This design comes from an exercise in tuning for small area, a short achievable clock period and few clock cycles on the open sky130 flow, not from production work.
Function was checked by simulation only, so behaviour that the tests miss may differ from the original.
No activity file was given, so power comes from the tool's default toggle rates.

==> inputs of 08-09 <==
// gpu
module gpu #(
    parameter DATA_MEM_ADDR_BITS = 8,
    parameter DATA_MEM_DATA_BITS = 8,
    parameter DATA_MEM_NUM_CHANNELS = 4,
    parameter PROGRAM_MEM_ADDR_BITS = 8,
    parameter PROGRAM_MEM_DATA_BITS = 16,
    parameter PROGRAM_MEM_NUM_CHANNELS = 1,
    parameter NUM_CORES = 2,
    parameter THREADS_PER_BLOCK = 4
) (
    input wire clk,
    input wire reset,
    input wire start,
    output wire done,
    input wire device_control_write_enable,
    input wire [7:0] device_control_data,  
    output wire [PROGRAM_MEM_NUM_CHANNELS-1:0] program_mem_read_valid,
    output wire [PROGRAM_MEM_NUM_CHANNELS*PROGRAM_MEM_ADDR_BITS-1:0] program_mem_read_address,
    input wire [PROGRAM_MEM_NUM_CHANNELS-1:0] program_mem_read_ready,
    input wire [PROGRAM_MEM_NUM_CHANNELS*PROGRAM_MEM_DATA_BITS-1:0] program_mem_read_data,
    output wire [DATA_MEM_NUM_CHANNELS-1:0] data_mem_read_valid,
    output wire [DATA_MEM_NUM_CHANNELS*DATA_MEM_ADDR_BITS-1:0] data_mem_read_address,
    input wire [DATA_MEM_NUM_CHANNELS-1:0] data_mem_read_ready,
    input wire [DATA_MEM_NUM_CHANNELS*DATA_MEM_DATA_BITS-1:0] data_mem_read_data,
    output wire [DATA_MEM_NUM_CHANNELS-1:0] data_mem_write_valid,
    output wire [DATA_MEM_NUM_CHANNELS*DATA_MEM_ADDR_BITS-1:0] data_mem_write_address,
    output wire [DATA_MEM_NUM_CHANNELS*DATA_MEM_DATA_BITS-1:0] data_mem_write_data,
    input wire [DATA_MEM_NUM_CHANNELS-1:0] data_mem_write_ready
);
    wire [7:0] thread_count;
    dcr dcr_instance (
        .clk(clk),
        .reset(reset),
        .device_control_write_enable(device_control_write_enable),
        .device_control_data(device_control_data),
        .thread_count(thread_count)
    );
    core core_instance (
        .clk(clk),
        .reset(reset),
        .start(start),
        .thread_count(thread_count),
        .done(done),
        .pm_valid(program_mem_read_valid[0]),
        .pm_addr(program_mem_read_address[7:0]),
        .pm_ready(program_mem_read_ready[0]),
        .pm_data(program_mem_read_data[15:0]),
        .rd_valid(data_mem_read_valid),
        .rd_addr(data_mem_read_address),
  ...
Settings: LEC_CHECK=0, CAP_MARGIN=20, CORE_MARGIN=2, CORE_UTILIZATION=40, CTS_CLUSTER_DIAMETER=100, CTS_CLUSTER_SIZE=20, SLEW_MARGIN=20; clock period 14.0 ns.
standard.sh (not shown) runs the stock make flow with config.mk's settings and CLKGATE_MAP_FILE= SYNTH_SCRIPT=/design/flow/synth_recipe.tcl, a recipe that flattens the netlist after the stock synthesis.
==> flow/flow/run.sh <==
#!/bin/bash
set -euo pipefail
bash standard.sh synth > synth.log 2>&1
bash standard.sh SETUP_SLACK_MARGIN=9.5 finish > layout.log 2>&1
==> 08-17 (differences from 08-09) <==
--- a/flow/design.v
+++ b/flow/design.v
@@ -35,11 +35,11 @@
     output wire [2:0] nzp,          
     output wire [7:0] quot          
 );
     assign sum  = a + b;
     assign diff = a - b;
-    assign prod = da * db;          
+    assign prod = a * b;
     assign nzp  = {a > b, a == b, a < b};
     wire [9:0] b2 = {1'b0, db, 1'b0};
     reg [3:0] r_q;         
     reg [7:0] q_q;         
     reg [1:0] t1, r1, d1;
@@ -79,12 +79,11 @@
 module lsu (
     input  wire       clk,
     input  wire       reset,
     input  wire       issue_read,
     input  wire       issue_write,
-    input  wire [7:0] raddr,
-    input  wire [7:0] waddr,
+    input  wire [7:0] addr,
     input  wire [7:0] wdata,
     output reg        mem_read_valid,
     output reg  [7:0] mem_read_address,
     input  wire       mem_read_ready,
     input  wire [7:0] mem_read_data,
@@ -92,34 +91,25 @@
     output reg  [7:0] mem_write_address,
     output reg  [7:0] mem_write_data,
     input  wire       mem_write_ready,
     output reg  [7:0] read_data
 );
-    reg  [7:0] ra_hn, wa_hn, wd_hn;
-    wire [7:0] ra_n = issue_read  ? raddr : ~ra_hn;
-    wire [7:0] wa_n = issue_write ? waddr : ~wa_hn;
-    wire [7:0] wd_n = issue_write ? wdata : ~wd_hn;
-    always @(posedge clk) begin
-        ra_hn <= ~ra_n;
-        wa_hn <= ~wa_n;
-        wd_hn <= ~wd_n;
-        mem_read_address  <= ra_n;
-        mem_write_address <= wa_n;
-        mem_write_data    <= wd_n;
-    end
     always @(posedge clk) begin
         if (reset) begin
             mem_read_valid  <= 1'b0;
             mem_write_valid <= 1'b0;
         end else begin
             if (issue_read) begin
-                mem_read_valid <= 1'b1;
+                mem_read_valid   <= 1'b1;
+                mem_read_address <= addr;
             end else if (mem_read_ready) begin
                 mem_read_valid <= 1'b0;
             end
             if (issue_write) begin
-                mem_write_valid <= 1'b1;
+                mem_write_valid   <= 1'b1;
+                mem_write_address <= addr;
+                mem_write_data    <= wdata;
             end else if (mem_write_ready) begin
                 mem_write_valid <= 1'b0;
             end
         end
         if (mem_read_valid && mem_read_ready) read_data <= mem_read_data;
@@ -194,22 +184,21 @@
 `timescale 1ns/1ns
 module shared_memory (
     input  wire       clk,
     input  wire       clear,
     input  wire       we,
-    input  wire [7:0] waddr,
+    input  wire [7:0] addr,
     input  wire [7:0] wd,
-    input  wire [7:0] raddr,
-    output reg  [7:0] rd
+    output wire [7:0] rd
 );
     reg [255:0][7:0] m;
-    always @(posedge clk) rd <= m[raddr];
+    assign rd = m[addr];
     genvar i;
     generate
         for (i = 0; i < 256; i = i + 1) begin : bytes
             always @(posedge clk) begin
-                if (clear || (we && waddr == i)) m[i] <= clear ? 8'd0 : wd;
+                if (clear || (we && addr == i)) m[i] <= clear ? 8'd0 : wd;
             end
         end
     endgenerate
 endmodule
 `default_nettype none
@@ -259,38 +248,10 @@
             always @(posedge clk) begin
                 if (fill && (fb_addr[CL-1:0] == g)) data[g] <= fb_data;
             end
         end
     endgenerate
-    reg       req;              
-    reg [7:0] req_addr;
-    reg [7:0] pf_n;
-    always @(*) begin
-        req = 1'b0;
-        req_addr = pf;
-        pf_n = pf;
-        if (demand) begin
-            req = 1'b1;
-            req_addr = fpc;
-            pf_n = fpc + 8'd1;
-        end else if (enable && pf_rst) begin
-            pf_n = fpc + 8'd1;
-        end else if (enable && pf_in && !pf_have) begin
-            req = 1'b1;
-            req_addr = pf;
-            pf_n = pf + 8'd1;
-        end else if (enable && pf_in && pf_have) begin
-            pf_n = pf + 8'd1;
-        end
-    end
-    wire issue = free && req;
-    reg  [7:0] pa_hn;
-    wire [7:0] pa_n = issue ? req_addr : ~pa_hn;
-    always @(posedge clk) begin
-        pa_hn   <= ~pa_n;
-        pm_addr <= pa_n;
-    end
     always @(posedge clk) begin
         if (reset) begin
             pm_valid <= 1'b0;
             valid    <= '0;
             fb_v     <= 1'b0;
@@ -303,12 +264,27 @@
                 fb_data <= pm_data;
                 fb_addr <= pm_addr;
                 fb_v    <= 1'b1;
                 fb_new  <= 1'b1;
             end
-            if (free) pm_valid <= req;
-            if (!(req && !free && !demand)) pf <= pf_n;
+            if (free && demand) begin
+                pm_valid <= 1'b1;
+                pm_addr  <= fpc;
+                pf       <= fpc + 8'd1;
+            end else if (enable && pf_rst) begin
+                if (free) pm_valid <= 1'b0;
+                pf <= fpc + 8'd1;
+            end else if (enable && pf_in && !pf_have) begin
+                if (free) begin
+                    pm_valid <= 1'b1;
+                    pm_addr  <= pf;
+                    pf       <= pf + 8'd1;
+                end
+            end else begin
+                if (free) pm_valid <= 1'b0;
+                if (enable && pf_in && pf_have) pf <= pf + 8'd1;
+            end
         end
     end
 endmodule
 `default_nettype none
 `timescale 1ns/1ns
@@ -387,24 +363,20 @@
     reg [7:0]  fpc;
     reg        d_valid;
     reg [15:0] d_ir;
     reg [7:0]  d_pc;
     reg        e_valid;
-    reg [7:0]  e_pc1;       
-    reg        e_brt;       
+    reg [7:0]  e_pc;
     reg [7:0]  e_next;      
-    reg        e_bpred;     
     reg [3:0]  e_rd, e_rsf, e_rtf;
     reg [7:0]  e_imm;
     reg        e_br, e_cmp, e_div, e_ldr, e_str, e_jmp, e_reconv, e_lds, e_sts, e_ret, e_wen;
     reg [2:0]  e_sel;
     reg [3:0][7:0] e_a;
     reg [3:0][7:0] e_b;
     reg        e_busy;      
     reg [1:0]  e_cnt;       
-    reg        sts_pend;    
-    reg [7:0]  sts_a, sts_d;
     reg [3:0][9:0] e_b3;    
     reg [3:0][8:0] e_zf;    
     reg [5:0]  e_oh;        
     reg [3:0][2:0] e_cf;    
     reg        e_cfok;      
@@ -455,46 +427,43 @@
             b[t] = (e_fwb && w_we[t]) ? w_res[t] : e_b[t];
         end
     end
     wire [3:0] live = mask & present;
     wire [1:0] h = live[3] ? 2'd3 : live[2] ? 2'd2 : live[1] ? 2'd1 : 2'd0;
-    wire [7:0] pc1 = e_pc1;
+    wire [7:0] pc1 = e_pc + 8'd1;
     wire [3:0][7:0] sum, diff, prod, quot, ldv;
     wire [3:0][2:0] cmp;
     wire [7:0] smem_rd;
     reg  [3:0][7:0] res;
     reg  [3:0][7:0] ld_res;
     wire s_empty, s_full;
     wire [7:0] tos_pc;
     wire [3:0] tos_mask;
-    reg  wr_busy;
+    wire wr_busy = |wr_valid;
     wire sb_hit  = pl_valid && pl_wr &&
                    ((e_rsf == pl_rd) || (e_rtf == pl_rd) || (e_wen && (e_rd == pl_rd)));
     wire e_act = e_valid && !sb_hit;
     wire div_go = e_act && e_div && (e_cnt == 2'd0) && !e_fwa && !e_fwb;
-    wire lds_go = e_act && e_lds && (e_cnt == 2'd0) && !sm_wait && !sts_pend;
     reg e_ok;
     always @(*) begin
         e_ok = 1'b1;
         if (e_ldr)      e_ok = e_busy || (!wr_busy && !pl_valid);
         else if (e_str) e_ok = !wr_busy && !pl_valid;
         else if (e_div) e_ok = (e_cnt == 2'd1);
         else if (e_ret) e_ok = !pl_valid;
-        else if (e_lds) e_ok = (e_cnt == 2'd1);
-        else if (e_sts) e_ok = !sm_wait;
-        else if (e_oh[2]) e_ok = !e_fwa && !e_fwb;    
+        else if (e_lds || e_sts) e_ok = !sm_wait;
     end
     wire e_fire   = e_act && e_ok;
     wire e_wb     = e_fire && e_wen && !e_ldr;
-    wire pl_done  = pl_valid && !(|(rd_valid & ~rd_ready)) && !e_wb;
+    wire pl_done  = pl_valid && !(|rd_valid) && !e_wb;
     wire issue_rd = e_act && e_ldr && !e_busy && !wr_busy && !pl_valid;
     wire issue_wr = e_fire && e_str;
     reg [3:0] cond;
     always @(*) begin
         for (t = 0; t < 4; t = t + 1) cond[t] = |(nzp[t] & e_rd[3:1]);
     end
-    wire brt = e_brt;
+    wire brt = (e_imm != pc1);
     wire [3:0] taken = live & cond & {4{brt}};
     wire [3:0] ntaken = live & ~(cond & {4{brt}});
     wire divergent = (|taken) && (|ntaken);
     reg [7:0] npc;
     reg       s_push, s_pop, blk_end, set_mask;
@@ -529,11 +498,11 @@
                 set_mask = 1'b1;
                 new_mask = 4'hF;
             end
         end
     end
-    wire redirect = e_fire && (blk_end ? !(e_bpred && pn[0]) : (npc != e_next));
+    wire redirect = e_fire && (blk_end || (npc != e_next));
     wire       launch = start && !launched && (thread_count != 8'd0);
     wire [7:0] bid1   = bid + 8'd1;
     reg  [3:0] p0, pn;          
     always @(*) begin
         for (t = 0; t < 4; t = t + 1) begin
@@ -559,24 +528,23 @@
     wire [7:0] sm_wd   = e_smd;
     wire sm_wait = (e_fwa || e_fwb) && w_we[0];
     shared_memory shared_memory_instance (
         .clk(clk),
         .clear(clr),
-        .we(sts_pend),
-        .waddr(sts_a),
-        .wd(sts_d),
-        .raddr(sm_addr),
+        .we(e_fire && e_sts),
+        .addr(sm_addr),
+        .wd(sm_wd),
         .rd(smem_rd)
     );
-    wire d_adv = running && d_valid && (!e_valid || e_fire) && !redirect && !(e_fire && blk_end);
+    wire d_adv = running && d_valid && (!e_valid || e_fire) && !redirect;
     wire f_adv = running && f_hit && (!d_valid || d_adv) && !redirect && !d_redirect;
     wire       nw_valid = pl_done ? pl_wr : e_wb;
     wire [3:0] nw_rd    = pl_done ? pl_rd : e_rd;
     wire [3:0] live_next = (e_valid && e_reconv && s_empty) ? present : live;
     wire d_rs_pend = (pl_valid && pl_wr && (pl_rd == d_rs)) || (e_valid && e_ldr && e_wen && (e_rd == d_rs));
     wire e_writes_rs = e_valid && e_wen && !e_ldr && (e_rd == d_rs);
-    wire e_slow = !e_oh[4];
+    wire e_slow = (e_sel == 3'd2) || (e_sel == 3'd3) || (e_sel == 3'd6);
     wire early_rd = d_adv && d_ldr && !wr_busy && !pl_valid && !(e_valid && (e_str || e_ldr)) &&
                     !d_rs_pend && !(e_writes_rs && e_slow);
     wire [1:0] hn = live_next[3] ? 2'd3 : live_next[2] ? 2'd2 : live_next[1] ? 2'd1 : 2'd0;
     wire [7:0] d_pc1 = d_pc + 8'd1;
     reg  [3:0] d_cond;
@@ -605,15 +573,15 @@
             end else begin
                 d_npc  = d_av[hn];
                 d_pred = !d_rs_pend;
             end
         end else if (d_reconv || d_ret) begin
-            d_npc  = s_empty ? 8'd0 : tos_pc;
-            d_pred = !s_empty || d_ret;
+            d_npc  = tos_pc;
+            d_pred = !s_empty;
         end
     end
-    wire d_redirect = d_adv && d_pred && !clr;
+    wire d_redirect = d_adv && d_pred;
     genvar i;
     generate
         for (i = 0; i < 4; i = i + 1) begin : lanes
             wire [7:0] rf1, rf2;
             registers #(.THREAD_ID(i)) register_instance (
@@ -640,18 +608,19 @@
                 .diff(diff[i]),
                 .prod(prod[i]),
                 .nzp(cmp[i]),
                 .quot(quot[i])
             );
-            wire [7:0] d_a = (e_writes_rs && live[i]) ? e_imm : d_av[i];
+            wire [7:0] res_fast = (e_sel == 3'd0) ? sum[i] :
+                                  (e_sel == 3'd1) ? diff[i] : e_imm;
+            wire [7:0] d_a = (e_writes_rs && live[i]) ? res_fast : d_av[i];
             lsu lsu_instance (
                 .clk(clk),
                 .reset(rst),
                 .issue_read((issue_rd && live[i]) || (early_rd && live_next[i])),
                 .issue_write(issue_wr && live[i]),
-                .raddr((e_valid && e_ldr && !e_busy) ? a[i] : d_a),
-                .waddr(a[i]),
+                .addr(early_rd ? d_a : a[i]),
                 .wdata(b[i]),
                 .mem_read_valid(rd_valid[i]),
                 .mem_read_address(rd_addr[i*8 +: 8]),
                 .mem_read_ready(rd_ready[i]),
                 .mem_read_data(rd_data[i*8 +: 8]),
@@ -663,30 +632,32 @@
             );
             always @(*) begin
                 res[i] = ({8{e_oh[0]}} & sum[i]) | ({8{e_oh[1]}} & diff[i]) |
                          ({8{e_oh[2]}} & prod[i]) | ({8{e_oh[3]}} & quot[i]) |
                          ({8{e_oh[4]}} & e_imm) | ({8{e_oh[5]}} & smem_rd);
-                ld_res[i] = rd_valid[i] ? rd_data[i*8 +: 8] : ldv[i];
+                ld_res[i] = ldv[i];
             end
             wire bw1 = w_we[i] && (w_rd == d_rs);
             wire bw2 = w_we[i] && (w_rd == d_rt);
-            always @(*) d_av[i] = (clr && d_rs < 4'd13) ? 8'd0 : bw1 ? w_res[i] : rf1;
-            wire [7:0] d_bv = (clr && d_rt < 4'd13) ? 8'd0 : bw2 ? w_res[i] : rf2;
-            wire [7:0] nb = d_adv ? d_bv : b[i];    
+            always @(*) d_av[i] = bw1 ? w_res[i] : rf1;
+            wire [7:0] d_bv = bw2 ? w_res[i] : rf2;
             if (i == 0) begin : t0
                 always @(*) d_bv0 = d_bv;
             end
             always @(posedge clk) begin
                 if (d_adv) begin
                     e_cf[i] <= {d_av[i] > d_bv, d_av[i] == d_bv, d_av[i] < d_bv};
                     e_a[i] <= d_av[i];
+                    e_b[i] <= d_bv;
+                    e_b3[i] <= {2'b00, d_bv} + {1'b0, d_bv, 1'b0};
+                    e_zf[i] <= zflags(d_bv);
                 end else begin
                     e_a[i] <= a[i];
+                    e_b[i] <= b[i];
+                    e_b3[i] <= {2'b00, b[i]} + {1'b0, b[i], 1'b0};
+                    e_zf[i] <= zflags(b[i]);
                 end
-                e_b[i]  <= nb;
-                e_b3[i] <= d_adv ? {2'b00, d_bv} + {1'b0, d_bv, 1'b0} : {2'b00, b[i]} + {1'b0, b[i], 1'b0};
-                e_zf[i] <= d_adv ? zflags(d_bv) : zflags(b[i]);
                 if (clr) nzp[i] <= 3'b000;
                 else if (e_fire && e_cmp && live[i]) nzp[i] <= cmp[i];
                 w_res[i] <= pl_done ? ld_res[i] : res[i];
             end
         end
@@ -699,12 +670,10 @@
             done      <= 1'b0;
             d_valid   <= 1'b0;
             e_valid   <= 1'b0;
             e_busy    <= 1'b0;
             e_cnt     <= 2'd0;
-            sts_pend  <= 1'b0;
-            wr_busy   <= 1'b0;
             fpc       <= 8'd0;
             bid       <= 8'd0;
             present   <= 4'd0;
             mask      <= 4'hF;
             w_we      <= 4'd0;
@@ -731,15 +700,11 @@
                 pl_wr    <= e_wen;
                 pl_rd    <= e_rd;
                 pl_we    <= e_wen ? live : 4'd0;
             end
             if (issue_rd) e_busy <= 1'b1;
-            if (div_go || lds_go) e_cnt <= 2'd1;
-            sts_pend <= e_fire && e_sts;
-            wr_busy  <= (issue_wr && (|live)) || (|(wr_valid & ~wr_ready));
-            sts_a    <= sm_addr;
-            sts_d    <= sm_wd;
+            if (div_go) e_cnt <= 2'd1;
             if (e_fire) begin
                 e_busy <= 1'b0;
                 e_cnt  <= 2'd0;
                 if (set_mask) mask <= new_mask;
                 if (live[0]) begin
@@ -755,14 +720,12 @@
                 e_smd <= live[0] ? b[0] : t0_rt;
             end
             if (d_adv) begin
                 e_busy   <= early_rd;
                 e_valid  <= 1'b1;
-                e_pc1    <= d_pc1;
-                e_brt    <= d_brt;
+                e_pc     <= d_pc;
                 e_next   <= d_redirect ? d_npc : d_pc1;
-                e_bpred  <= d_redirect && d_ret && s_empty;
                 e_rd     <= d_ir[11:8];
                 e_rsf    <= d_rs;
                 e_rtf    <= d_rt;
                 e_imm    <= d_ir[7:0];
                 e_br     <= d_br;
@@ -804,14 +767,12 @@
             if (blk_start) begin
                 running <= 1'b1;
                 bid     <= launch ? 8'd0 : bid1;
                 present <= launch ? p0 : pn;
                 mask    <= 4'hF;
-                if (launch || !e_bpred) begin
-                    fpc     <= 8'd0;
-                    d_valid <= 1'b0;
-                end
+                fpc     <= 8'd0;
+                d_valid <= 1'b0;
                 e_valid <= 1'b0;
                 t0_rs   <= 8'd0;
                 t0_rt   <= 8'd0;
             end
         end
==> 07-08 (differences from 08-09) <==
--- a/flow/design.v
+++ b/flow/design.v
@@ -195,21 +195,26 @@
 module shared_memory (
     input  wire       clk,
     input  wire       clear,
     input  wire       we,
     input  wire [7:0] waddr,
-    input  wire [7:0] wd,
+    input  wire [7:0] wd_next,    
     input  wire [7:0] raddr,
     output reg  [7:0] rd
 );
+    localparam [63:0] KEYS = 64'hAA55CC33F00FFF00;
     reg [255:0][7:0] m;
     always @(posedge clk) rd <= m[raddr];
-    genvar i;
+    reg [7:0][7:0] wdk;           
+    genvar i, k;
     generate
+        for (k = 0; k < 8; k = k + 1) begin : copies
+            always @(posedge clk) wdk[k] <= wd_next ^ KEYS[8*k +: 8];
+        end
         for (i = 0; i < 256; i = i + 1) begin : bytes
             always @(posedge clk) begin
-                if (clear || (we && waddr == i)) m[i] <= clear ? 8'd0 : wd;
+                if (clear || (we && waddr == i)) m[i] <= clear ? 8'd0 : (wdk[i / 32] ^ KEYS[8*(i / 32) +: 8]);
             end
         end
     endgenerate
 endmodule
 `default_nettype none
@@ -386,10 +391,12 @@
     reg [3:0][2:0] nzp;
     reg [7:0]  fpc;
     reg        d_valid;
     reg [15:0] d_ir;
     reg [7:0]  d_pc;
+    reg        d_fp;        
+    reg [7:0]  d_fnext;
     reg        e_valid;
     reg [7:0]  e_pc1;       
     reg        e_brt;       
     reg [7:0]  e_next;      
     reg        e_bpred;     
@@ -400,11 +407,11 @@
     reg [3:0][7:0] e_a;
     reg [3:0][7:0] e_b;
     reg        e_busy;      
     reg [1:0]  e_cnt;       
     reg        sts_pend;    
-    reg [7:0]  sts_a, sts_d;
+    reg [7:0]  sts_a;
     reg [3:0][9:0] e_b3;    
     reg [3:0][8:0] e_zf;    
     reg [5:0]  e_oh;        
     reg [3:0][2:0] e_cf;    
     reg        e_cfok;      
@@ -424,11 +431,11 @@
         zflags = {x < 8'd22, x < 8'd32, x < 8'd64, x < 8'd6, x < 8'd8, x < 8'd16,
                   x < 8'd2, x < 8'd2, x < 8'd4};
     endfunction
     wire        f_hit;
     wire [15:0] f_word;
-    icache #(.CL($clog2(ICACHE_WORDS)), .N(ICACHE_WORDS), .PD(2)) icache_instance (
+    icache #(.CL($clog2(ICACHE_WORDS)), .N(ICACHE_WORDS), .PD(4)) icache_instance (
         .clk(clk),
         .reset(rst),
         .enable(running),
         .fpc(fpc),
         .hit(f_hit),
@@ -561,11 +568,11 @@
     shared_memory shared_memory_instance (
         .clk(clk),
         .clear(clr),
         .we(sts_pend),
         .waddr(sts_a),
-        .wd(sts_d),
+        .wd_next(sm_wd),
         .raddr(sm_addr),
         .rd(smem_rd)
     );
     wire d_adv = running && d_valid && (!e_valid || e_fire) && !redirect && !(e_fire && blk_end);
     wire f_adv = running && f_hit && (!d_valid || d_adv) && !redirect && !d_redirect;
@@ -609,11 +616,13 @@
         end else if (d_reconv || d_ret) begin
             d_npc  = s_empty ? 8'd0 : tos_pc;
             d_pred = !s_empty || d_ret;
         end
     end
-    wire d_redirect = d_adv && d_pred && !clr;
+    wire d_redirect = d_adv && d_pred && !clr && !d_fp;
+    wire f_jmp = d_valid && (f_word[15:12] == 4'b1010) && (d_ir[15:12] == 4'b1001) &&
+                 (d_ir[11:8] == f_word[7:4]) && (d_ir[11:8] < 4'd13);
     genvar i;
     generate
         for (i = 0; i < 4; i = i + 1) begin : lanes
             wire [7:0] rf1, rf2;
             registers #(.THREAD_ID(i)) register_instance (
@@ -735,11 +744,10 @@
             if (issue_rd) e_busy <= 1'b1;
             if (div_go || lds_go) e_cnt <= 2'd1;
             sts_pend <= e_fire && e_sts;
             wr_busy  <= (issue_wr && (|live)) || (|(wr_valid & ~wr_ready));
             sts_a    <= sm_addr;
-            sts_d    <= sm_wd;
             if (e_fire) begin
                 e_busy <= 1'b0;
                 e_cnt  <= 2'd0;
                 if (set_mask) mask <= new_mask;
                 if (live[0]) begin
@@ -757,11 +765,11 @@
             if (d_adv) begin
                 e_busy   <= early_rd;
                 e_valid  <= 1'b1;
                 e_pc1    <= d_pc1;
                 e_brt    <= d_brt;
-                e_next   <= d_redirect ? d_npc : d_pc1;
+                e_next   <= d_redirect ? d_npc : d_fp ? d_fnext : d_pc1;
                 e_bpred  <= d_redirect && d_ret && s_empty;
                 e_rd     <= d_ir[11:8];
                 e_rsf    <= d_rs;
                 e_rtf    <= d_rt;
                 e_imm    <= d_ir[7:0];
@@ -786,11 +794,13 @@
             end
             if (f_adv) begin
                 d_valid <= 1'b1;
                 d_ir    <= f_word;
                 d_pc    <= fpc;
-                fpc     <= fpc + 8'd1;
+                d_fp    <= f_jmp;
+                d_fnext <= d_ir[7:0];
+                fpc     <= f_jmp ? d_ir[7:0] : fpc + 8'd1;
             end else if (d_adv || redirect) begin
                 d_valid <= 1'b0;
             end
             if (d_redirect) fpc <= d_npc;
             if (redirect) begin
==> results.txt <==
                                                                                          08-09                              08-17                            07-08
Run status                                                             timing/DRC/antenna clean           timing/DRC/antenna clean         timing/DRC/antenna clean
Critical-path top delay cell                                          sky130_fd_sc_hd__o221ai_1           sky130_fd_sc_hd__o21ai_0        sky130_fd_sc_hd__a222oi_1
Clock-pin transition on the worst setup and hold timing paths                           0.09 ns                            0.09 ns                          0.10 ns
Vias per Instance                                                                          5.85                               5.95                             5.92
Via total after detailed routing                                                         119000                             117000                           122000
Sequential share of cell area                                                             0.593                              0.587                            0.591
Avg Inst Size Synth                                                                   16.5 um^2                          17.1 um^2                        16.4 um^2
Worst Path Max Fanout                                                                         8                                 26                               14
Routed wire length                                                                       601 mm                             608 mm                           631 mm
Area fraction in and, or, nand and nor cells after synthesis                             0.0474                             0.0364                           0.0482
CP max stage delay                                                                      0.74 ns                            0.58 ns                          0.93 ns
Power dissipated in combinational cells                                                 2250 uW                            2370 uW                          2670 uW
Capturing instance or port of the critical path                core_instance.e_sma[0]$_DFFE_PN_  core_instance.fpc[0]$_SDFFE_PP0P_  core_instance.fpc[0]$_SDFF_PP0_
Number of nets in the synthesized netlist                                                 13500                              12900                            13700
Post-synth design cell area                                                         212000 um^2                        209000 um^2                      213000 um^2
Die width                                                                                733 um                             726 um                           735 um
Met3 usage in global routing                                                             0.0356                             0.0379                           0.0350
Flip-flop and latch area                                                            140000 um^2                        137000 um^2                      140000 um^2
Placed wire-length estimate                                                              386 mm                             374 mm                           402 mm
Testbench counts of 08-09, summed over its fixed seeds: cycles 23,232.
Testbench counts of 08-17, summed over its fixed seeds: cycles 23,706.
Testbench counts of 07-08, summed over its fixed seeds: cycles 22,826.

[re-timing with driven ports]
The flow's constraints put no driver on any port. The routed layouts listed below were extracted and timed again, unchanged, in two steps.
Step 1 assumes that a clkbuf_16 drives the clock port and a buf_2 every other input.
Step 2 adds t to the input delays and takes it off the output delays; t is the mean of the earliest and latest rising clock arrival at the registers after step 1. Input paths then give back, and output paths get back, about the clock's delay inside the block.
Slacks: ideal / step 1 / step 2; pairs: ideal / step 1.
run	t (ns)	setup WS [ns]	clock arrival spread, ns
08-09	1.098	9.444 / 9.444 / 8.497	0.108 / 0.108
08-17	1.067	9.267 / 9.267 / 8.678	0.121 / 0.121
07-08	1.095	9.436 / 9.436 / 8.476	0.134 / 0.134
After both steps every run listed still meets setup and hold. The setup slack of 07-08, which loses most, moves by 0.000 ns with the drivers and by -0.960 ns with both steps.
